This is an optimization exercise on Yosys and OpenROAD, whose aim is small area, a short achievable clock period and few clock cycles, not a production implementation. No functional check of the RTL was part of this run. Power figures rest on the tool's default switching activity, not on a simulated workload.

File: config.mk
export PLATFORM = sky130hd
export DESIGN_NAME = cpu
export DESIGN_NICKNAME = cpu
export VERILOG_FILES = /design/flow/design.v
export SDC_FILE = /design/flow/constraint.sdc
export NUM_CORES = 4
export LEC_CHECK = 0
export CAP_MARGIN = 20
export CORE_MARGIN = 2
export CORE_UTILIZATION = 40
export PLACE_DENSITY = 0.6
export SLEW_MARGIN = 20
File: constraint.sdc
create_clock -name core_clock -period 11.0 [get_ports {clk}]
set_input_delay 2.2000 -clock core_clock [delete_from_list [all_inputs] [get_ports {clk}]]
set_output_delay 2.2000 -clock core_clock [all_outputs]
set_load 0.01 [all_outputs]
File: design.v
module alu(
    input [6:0] funct7,
    input [2:0] funct3,
    input [11:0] imm,
    input [31:0] rv1,
    input [31:0] rv2,
    input [6:0] opcode,
    input [4:0] shamt,
    output reg [31:0] valout
);
    wire [31:0] imm_ext = {{20{imm[11]}}, imm};  
    always @(*) begin
        valout = 32'd0;
        case (opcode)
            7'b0010011:  
                begin
                    case (funct3)
                        3'b000: valout = imm_ext + rv1;  
                        3'b010: valout = ($signed(rv1) < $signed(imm_ext)) ? 32'd1 : 32'd0;  
                        3'b011: valout = (rv1 < imm_ext) ? 32'd1 : 32'd0;  
                        3'b100: valout = rv1 ^ imm_ext;  
                        3'b110: valout = rv1 | imm_ext;  
                        3'b111: valout = rv1 & imm_ext;  
                        3'b001: valout = rv1 << shamt;  
                        3'b101:
                            begin
                                case (funct7)
                                    7'b0000000: valout = rv1 >> shamt;  
                                    7'b0100000: valout = $signed(rv1) >>> shamt;  
                                    default: valout = 32'd0;
                                endcase 
                            end
                    endcase
                end
            7'b0110011:  
                begin
                    case (funct3)
                        3'b000:
                            case (funct7)
                                7'b0000000: valout = rv1 + rv2;  
                                7'b0100000: valout = rv1 - rv2;  
                                default: valout = 32'd0;
                            endcase
                        3'b001: valout = rv1 << rv2[4:0];  
                        3'b010: valout = ($signed(rv1) < $signed(rv2)) ? 32'd1 : 32'd0;  
                        3'b011: valout = rv1 < rv2 ? 32'd1 : 32'd0;  
                        3'b100: valout = rv1 ^ rv2;  
                        3'b101:
                            case (funct7)
                                7'b0000000: valout = rv1 >> rv2[4:0];  
                                7'b0100000: valout = $signed(rv1) >>> rv2[4:0];  
                                default: valout = 32'd0;
                            endcase
                        3'b110: valout = rv1 | rv2;  
                        3'b111: valout = rv1 & rv2;  
                    endcase
                end
            default: valout = 32'd0;
        endcase
    end
endmodule
module register_file(
    input clk,
    input reset,
    input [4:0] reg1_address,
    input [4:0] reg2_address,
    input write_enable,
    input [4:0] write_address,
    input [31:0] write_data,
    output [31:0] reg1_data,
    output [31:0] reg2_data
);
    reg[31:0] registers[31:0];
    assign reg1_data = registers[reg1_address];
    assign reg2_data = registers[reg2_address];
    integer i;
    always @(posedge clk ) begin
        if (reset) begin
            for (i = 0; i < 32 ; i++) begin
                registers[i] <= 32'd0;
            end
        end
        else begin
            if(write_enable && write_address != 5'd0) begin
                registers[write_address] <= write_data;
            end
        end
    end
endmodule
module cpu (
    input clk, 
    input reset,
    output reg [31:0] iaddr,
    input [31:0] idata,
    output reg [31:0] daddr,
    input [31:0] drdata,
    output reg [31:0] dwdata,
    output reg [3:0] dwe
);
    reg [31:0] iaddr_new;
    reg [31:0] reg_write;
    reg jump;    
    reg rf_we;
    wire[6:0] opcode;
    wire[4:0] rd;
    wire[2:0] funct3;
    wire[4:0] rs1;
    wire[4:0] rs2;
    wire[6:0] funct7;
    wire[11:0] imm;
    wire[11:0] offset_load;
    wire[11:0] offset_store;
    assign opcode = idata[6:0];
    assign rd = idata[11:7];
    assign funct3 = idata[14:12];
    assign rs1 = idata[19:15];
    assign rs2 = idata[24:20];
    assign funct7 = idata[31:25];
    assign imm = idata[31:20];
    assign offset_load = idata[31:20];
    assign offset_store = {idata[31:25], idata[11:7]};
    wire [31:0] rv1;
    wire [31:0] rv2;
    wire [31:0] alu_out;
    register_file RF(.clk(clk), .reset(reset), .reg1_address(rs1), .reg2_address(rs2), .write_enable(rf_we), .write_address(rd), .write_data(reg_write), .reg1_data(rv1), .reg2_data(rv2));
    alu A(.funct7(funct7), .funct3(funct3), .imm(imm), .rv1(rv1), .rv2(rv2), .opcode(opcode), .shamt(rs2), .valout(alu_out));
    always @(*) begin
        dwe = 4'b0000;
        jump = 1'b0;
        rf_we = 1'b1;
        reg_write = 32'd0;
        iaddr_new = 32'd0;
        daddr = 32'd0;
        dwdata = 32'd0;
        case (opcode)
            7'b1100011:  
                begin
                    rf_we = 0;
                    case(funct3)
                        3'b000 : begin  
                            if(rv1 == rv2) begin
                                jump = 1'b1;
                                iaddr_new = iaddr + {{20{idata[31]}}, idata[7], idata[30:25], idata[11:8], 1'b0 };    
                            end
                        end
                        3'b001 : begin  
                            if(rv1 != rv2) begin
                                jump = 1'b1;
                                iaddr_new = iaddr + {{20{idata[31]}}, idata[7], idata[30:25], idata[11:8], 1'b0 };    
                            end
                        end
                        3'b100 : begin  
                            if($signed(rv1) < $signed(rv2)) begin
                                jump = 1'b1;
                                iaddr_new = iaddr + {{20{idata[31]}}, idata[7], idata[30:25], idata[11:8], 1'b0 };    
                            end
                        end
                        3'b101 : begin  
                            if($signed(rv1) >= $signed(rv2)) begin
                                jump = 1'b1;
                                iaddr_new = iaddr + {{20{idata[31]}}, idata[7], idata[30:25], idata[11:8], 1'b0 };    
                            end
                        end
                        3'b110 : begin  
                            if(rv1 < rv2) begin
                                jump = 1'b1;
                                iaddr_new = iaddr + {{20{idata[31]}}, idata[7], idata[30:25], idata[11:8], 1'b0 };    
                            end
                        end
                        3'b111 : begin  
                            if(rv1 >= rv2) begin
                                jump = 1'b1;
                                iaddr_new = iaddr + {{20{idata[31]}}, idata[7], idata[30:25], idata[11:8], 1'b0 };    
                            end
                        end
                    endcase
                end            
            7'b1101111:  
                begin
                    reg_write = iaddr + 3'b100;
                    jump = 1'b1;
                    iaddr_new = iaddr + {{12{idata[31]}}, idata[19:12], idata[20], idata[30:21], 1'b0};
                end
            7'b1100111:  
                begin
                    reg_write = iaddr + 3'b100;
                    jump = 1'b1;
                    iaddr_new = (rv1 + { {20{imm[11]}},imm}) & (~32'b1);
                end
            7'b0110111: reg_write = {idata[31:12], {12'd0}};  
            7'b0010111: reg_write = {idata[31:12], {12'd0}} + iaddr;  
            7'b0010011: reg_write = alu_out;
            7'b0110011: reg_write = alu_out;
            7'b0000011:  
                begin
                    daddr = {{20{offset_load[11]}}, offset_load} + rv1;
                    case (funct3)
                        3'b000:  
                            begin
                                if     (daddr%4 == 0) reg_write = {{24{drdata[ 7]}}, drdata[ 7: 0]};
                                else if(daddr%4 == 1) reg_write = {{24{drdata[15]}}, drdata[15: 8]};
                                else if(daddr%4 == 2) reg_write = {{24{drdata[23]}}, drdata[23:16]};
                                else if(daddr%4 == 3) reg_write = {{24{drdata[31]}}, drdata[31:24]};
                            end
                        3'b001:  
                            begin
                                if     (daddr%4 == 0) reg_write = {{16{drdata[15]}}, drdata[15: 0]};
                                else if(daddr%4 == 2) reg_write = {{16{drdata[31]}}, drdata[31:16]};
                            end
                        3'b010:  
                            begin
                                reg_write = drdata;
                            end
                        3'b100:  
                            begin
                                if     (daddr%4 == 0) reg_write = {{24{1'b0}}, drdata[ 7: 0]};
                                else if(daddr%4 == 1) reg_write = {{24{1'b0}}, drdata[15: 8]};
                                else if(daddr%4 == 2) reg_write = {{24{1'b0}}, drdata[23:16]};
                                else if(daddr%4 == 3) reg_write = {{24{1'b0}}, drdata[31:24]};
                            end
                        3'b101:  
                            begin
                                if     (daddr%4 == 0) reg_write = {{16{1'b0}}, drdata[15: 0]};
                                else if(daddr%4 == 2) reg_write = {{16{1'b0}}, drdata[31:16]};
                            end
                    endcase
                end
            7'b0100011:  
                begin
                    rf_we = 0;
                    daddr = {{20{offset_store[11]}}, offset_store} + rv1;
                    case (funct3)
                        3'b000:  
                            begin
                                if     (daddr%4 == 0) begin
                                    dwe = 4'b0001;
                                    dwdata = {{24{1'b0}}, rv2[7:0]};
                                end
                                else if(daddr%4 == 1) begin
                                    dwe = 4'b0010;
                                    dwdata = {{16{1'b0}}, rv2[7:0], {8{1'b0}}};
                                end
                                else if(daddr%4 == 2) begin
                                    dwe = 4'b0100;
                                    dwdata = {{ 8{1'b0}}, rv2[7:0], {16{1'b0}}};
                                end
                                else if(daddr%4 == 3) begin
                                    dwe = 4'b1000;
                                    dwdata = {rv2[7:0], {24{1'b0}}};
                                end
                            end
                        3'b001:  
                            begin
                                if     (daddr%4 == 0) begin
                                    dwe = 4'b0011;
                                    dwdata = {{16{1'b0}}, rv2[15:0]};
                                end
                                else if(daddr%4 == 2) begin
                                    dwe = 4'b1100;
                                    dwdata = {rv2[15:0], {16{1'b0}}};
                                end
                            end
                        3'b010:  
                            begin
                                dwe = 4'b1111;
                                dwdata = rv2;
                            end
                    endcase
                end
        endcase
    end
    always @(posedge clk) begin
        if (reset) begin
            iaddr <= 0;
        end else begin 
            if(jump == 0) iaddr <= iaddr + 4;
            else begin  
                iaddr <= iaddr_new;
            end 
        end
    end
endmodule
File: run.sh
#!/bin/bash
# synth_recipe.tcl (not shown) runs the flow's synth.tcl, then flattens the netlist and writes it again
# the make line also repeats each setting of config.mk as NAME=value (left out here)
make -C /OpenROAD-flow-scripts/flow DESIGN_CONFIG=/design/flow/config.mk WORK_HOME=/design/flow/orfs CLKGATE_MAP_FILE= SYNTH_SCRIPT=/design/flow/synth_recipe.tcl finish
==> results.json <==
{
  "status": "complete, no violations",
  "max_cap_violations": 0,
  "dieHeight_um": 450.4,
  "rows": 163,
  "syn_inst": 7805,
  "reg2reg_depth": 20,
  "root_buffer": "clkbuf_16",
  "synth_top_family_by_area": "multiplexers",
  "cts.repair.resized": 0,
  "cts_hold_buf": 0,
  "clkSlewWorstSetupHoldPaths_ps": 60,
  "drt-total-wl_mm": 456.9,
  "r2r-end": "RF.registers[25][9]$_SDFFCE_PN0P_",
  "synth_xor_area_share_pct": 1.681,
  "r2r_start": "RF.registers[22][1]$_SDFFCE_PN0P_",
  "syn2layout_area_growth_pct": 12.20,
  "htree_levels": 3,
  "endpoint_kind": "output pin",
  "vias": 75940,
  "synth-edff-count": 1024,
  "dpl.hpwl_mm": 319.8,
  "yosys_warnings": 3,
  "synth_adder_area_share_pct": 4.241,
  "grt_pass1_wl_mm": 613.5,
  "wl_per_cell_um": 43.04,
  "p_comb_share_pct": 33.4,
  "async_reset_ff_share_pct": 0,
  "ys_seq_elements": 1055,
  "overflow": 0,
  "synth_top_cell_by_area": "edfxtp_1",
  "vdd_ir_drop_max_v": 0.0001816,
  "crit_path_start_kind": "input port",
  "fin_util_pct": 45.26,
  "drive_above_1_share_pct": 16.28,
  "place_congestion": 1.102,
  "clockBufferDepth": 3,
  "setup_tns_ps": 0,
  "synth_area_um2": 79720,
  "port_buffers": 164,
  "crit_type": "in -> out",
  "reg2reg_slack_ps": 3480,
  "p_clk_share_pct": 29.9,
  "drv_slew": 0,
  "cpPeakStageDelay_ps": 900,
  "yosys-top-cells-count": "nor2_1, edfxtp_1, mux2i_1, a21oi_1, nand2_1",
  "holdCritStartpoint": "iaddr[2]$_SDFF_PP0_",
  "clock_sinks": 1055,
  "crit_family": "buffers and inverters",
  "leakagePower_uw": 0.03207,
  "crit_arrival_ps": 8320,
  "hold_end": "iaddr[2]$_SDFF_PP0_",
  "fin_crit_ps": 10520,
  "post-synth-top-count-cell": "nor2_1",
  "seqPwrFrac_pct": 36.7,
  "ys_top_cells_by_area": "edfxtp_1, mux4_2, mux2i_1, nor2_1, ha_1",
  "clock_latency_ps": 800,
  "fillCellCount": 18470,
  "cp_max_fo": 41,
  "post-route-drc-count": 0,
  "power_density_nw_per_um2": 141.4,
  "numCtsBuffers": 112,
  "grt_start_max_net_pins": 111,
  "fin_nets": 8193,
  "core_um2": 197600,
  "yosys.area_share.simple_pct": 13.05,
  "final.period_utilization_pct": 95.65,
  "synth_cell_types": 108,
  "path_common_cell": "a21oi_1",
  "critPathRequiredTime_ps": 8800,
  "critical_path_depth": 19,
  "rsz0062_at_grt": "no",
  "initial_utilization_pct": 40.34,
  "worstMarginPinSlew_ps": 1291,
  "swShare_pct": 37.54,
  "hold_depth": 1,
  "antenna_found_initial": 37,
  "grt_pass1_vias": 71120,
  "cts_tree": "done",
  "via_per_inst": 7.154,
  "critPathBufInv": 5,
  "p_switching_uw": 4747,
  "drt_iter0_markers": 12110,
  "grt_use_total_pct": 43.69,
  "setup_violations": 0,
  "slew_headroom_pct": 13.28,
  "cp_slowest_cell": "and3_1",
  "intPower_uw": 7900,
  "ys.flop_type": "edfxtp_1",
  "max_freq_mhz": 95.04,
  "hold_viol": 0,
  "path_cells": "buf_8, buf_4, buf_4, mux2i_1, o22ai_1, nor4_1, and3_1, clkinv_1, ha_1, a21oi_1, o21ai_0, a21o_1, a221oi_1, o21ai_0, a21o_1, nor2_1, a21oi_1, a21oi_1, clkdlybuf4s50_1",
  "pin_count": 166,
  "synth_seq_area_share_pct": 39.35,
  "die-width_um": 450.4,
  "fin_skew_ps": 100.1,
  "synth_compound_area_share_pct": 16.45,
  "first_pass_iters": 8,
  "drt.antenna.violating_nets": 0,
  "syn_avg_cell_area_um2": 10.21,
  "muxShareOfSynthArea_pct": 20.24,
  "synth_top_area_share_pct": 38.57,
  "hold_path.class": "reg -> reg",
  "cts_setup_buffers": 0,
  "die_area_um2": 202900
}
[layout by cell type (no fill, tap or decap), types with 33 or more instances in the layout]
cell and instances:
a211oi_1 57, a21o_1 56, a21oi_1 531, a221oi_1 69, a22oi_1 182, a31oi_1 44
and3_1 37, buf_4 455, clkbuf_1 34, clkbuf_16 112, clkdlybuf4s50_1 149, conb_1 33
edfxtp_1 1024, ha_1 259, inv_1 130, mux2_2 33, mux2i_1 628, mux4_2 397
nand2_1 417, nand2_2 63, nand2b_1 38, nand3_1 143, nand4_1 47, nor2_1 1275
nor2_2 34, nor2b_1 61, nor3_1 88, nor4_1 42, o211ai_1 67, o21a_1 35
o21ai_0 317, o21bai_1 37, o221ai_1 50, o22ai_1 186, xnor2_1 104, xor2_1 46
[metrics by stage]
step | area [um^2] | setup WS, ps | cells | power (uW) | hold WS, ps
final | 89440 | 478.5 | 10610 | 12650 | 724.5
after detailed placement | 85780 | 826.2 | 10390 | 8706 | 716.6
after CTS | 89330 | 789.2 | 10590 | 12430 | 731.9
after floorplan | 79840 | 2001 | 7837 | 6818 | 617.0
after global placement | 85740 | 755.6 | 10380 | 8725 | 713.6
after global routing | 89390 | 455.4 | 10590 | 12830 | 754.1
[area by class of cell]
class | count | area (um^2) | area share (%)
multi-input combinational | 5898 | 45080 | 50.40
sequential | 1055 | 31370 | 35.07
timing repair buffer | 642 | 5495 | 6.144
tap | 2640 | 3303 | 3.693
clock buffer | 146 | 2930 | 3.276
clock inverter | 54 | 623.1 | 0.6966
inverter | 152 | 575.6 | 0.6435
antenna | 27 | 67.56 | 0.07554
[worst max path at each step]
| stage | from | end | slack (ps) |
|---|---|---|---|
| 6_report | idata[16] | daddr[28] | 480 |
| 5_1_grt | idata[16] | daddr[31] | 460 |
| 4_1_cts | idata[19] | daddr[25] | 790 |
| 3_5_place_dp | idata[19] | daddr[25] | 830 |
| 3_3_place_gp | idata[16] | daddr[28] | 760 |
| 2_1_floorplan | idata[16] | daddr[26] | 2000 |
[registers in the layout (all words and copies together), names as in the netlist]
| signal | flops |
|---|---|
| RF.registers | 1024 |
| iaddr | 31 |
[per-layer routing]
layer	wire, um	track usage [%]	vias up
li1	-	-	29870
met1	162300	54.15	38000
met2	192500	63.96	6392
met3	58660	13.03	1644
met4	43260	33.19	32
met5	207	0	-
[worst register-to-register path: stages (launching register included)]
cell and delay [ps]:
edfxtp_1 400, mux4_1 550, a22o_1 230, a221oi_1 230
and3_1 440, inv_2 140, fa_1 760, buf_4 390
or2_2 300, o21ai_1 90, buf_4 190, a22oi_1 190
a21oi_1 220, a211oi_1 1010, o2111ai_1 440, a21oi_1 360
a32oi_2 290, buf_6 280, a221oi_4 190, buf_4 380
nor2_1 110
[power by group through the flow]
stage / Sequential [uW] / Clock [uW] / Combinational [uW]
after floorplan: 4690 / 0 / 2130
after global placement: 4720 / 0 / 4010
after detailed placement: 4720 / 0 / 3980
after CTS: 4640 / 3790 / 4000
after global routing: 4660 / 3940 / 4240
final: 4640 / 3780 / 4220
[kinds of logic (layout without fill, tap and decap cells)]
group | count (synthesis) | in the layout
compound gates | 1974 | 1974
xor+xnor | 153 | 153
fa+ha+maj | 266 | 266
buf+inv | 884 | 994
flops | 1055 | 1055
mux | 1082 | 1082
other cells | 1 | 60
simple gates | 2390 | 2390

## separate check: timing with driven ports
In the flow no input, the clock included, has a driving cell. The finished layout below was timed again as built, in two steps.
Step 1, drivers: a clkbuf_16 drives clk and a buf_2 each remaining input, both assumed.
Step 2 moves the port delays by t, midway between the first and last clock arrival at a register: inputs arrive t later, outputs are due t later. That takes back most of the time a late clock gives input paths.
a / b / c = ideal / step 1 / step 2; a / b = the first two.
t (ns): 0.841
setup slack, ns: 0.478 / 0.398 / 0.398
worst hold slack (ns): 0.724 / 0.724 / 0.724
worst register clock-pin slew, ns: 0.07 / 0.07
After both steps setup and hold are still met in this run. The setup slack of this run moves by -0.080 ns with the drivers and by -0.080 ns with both steps.
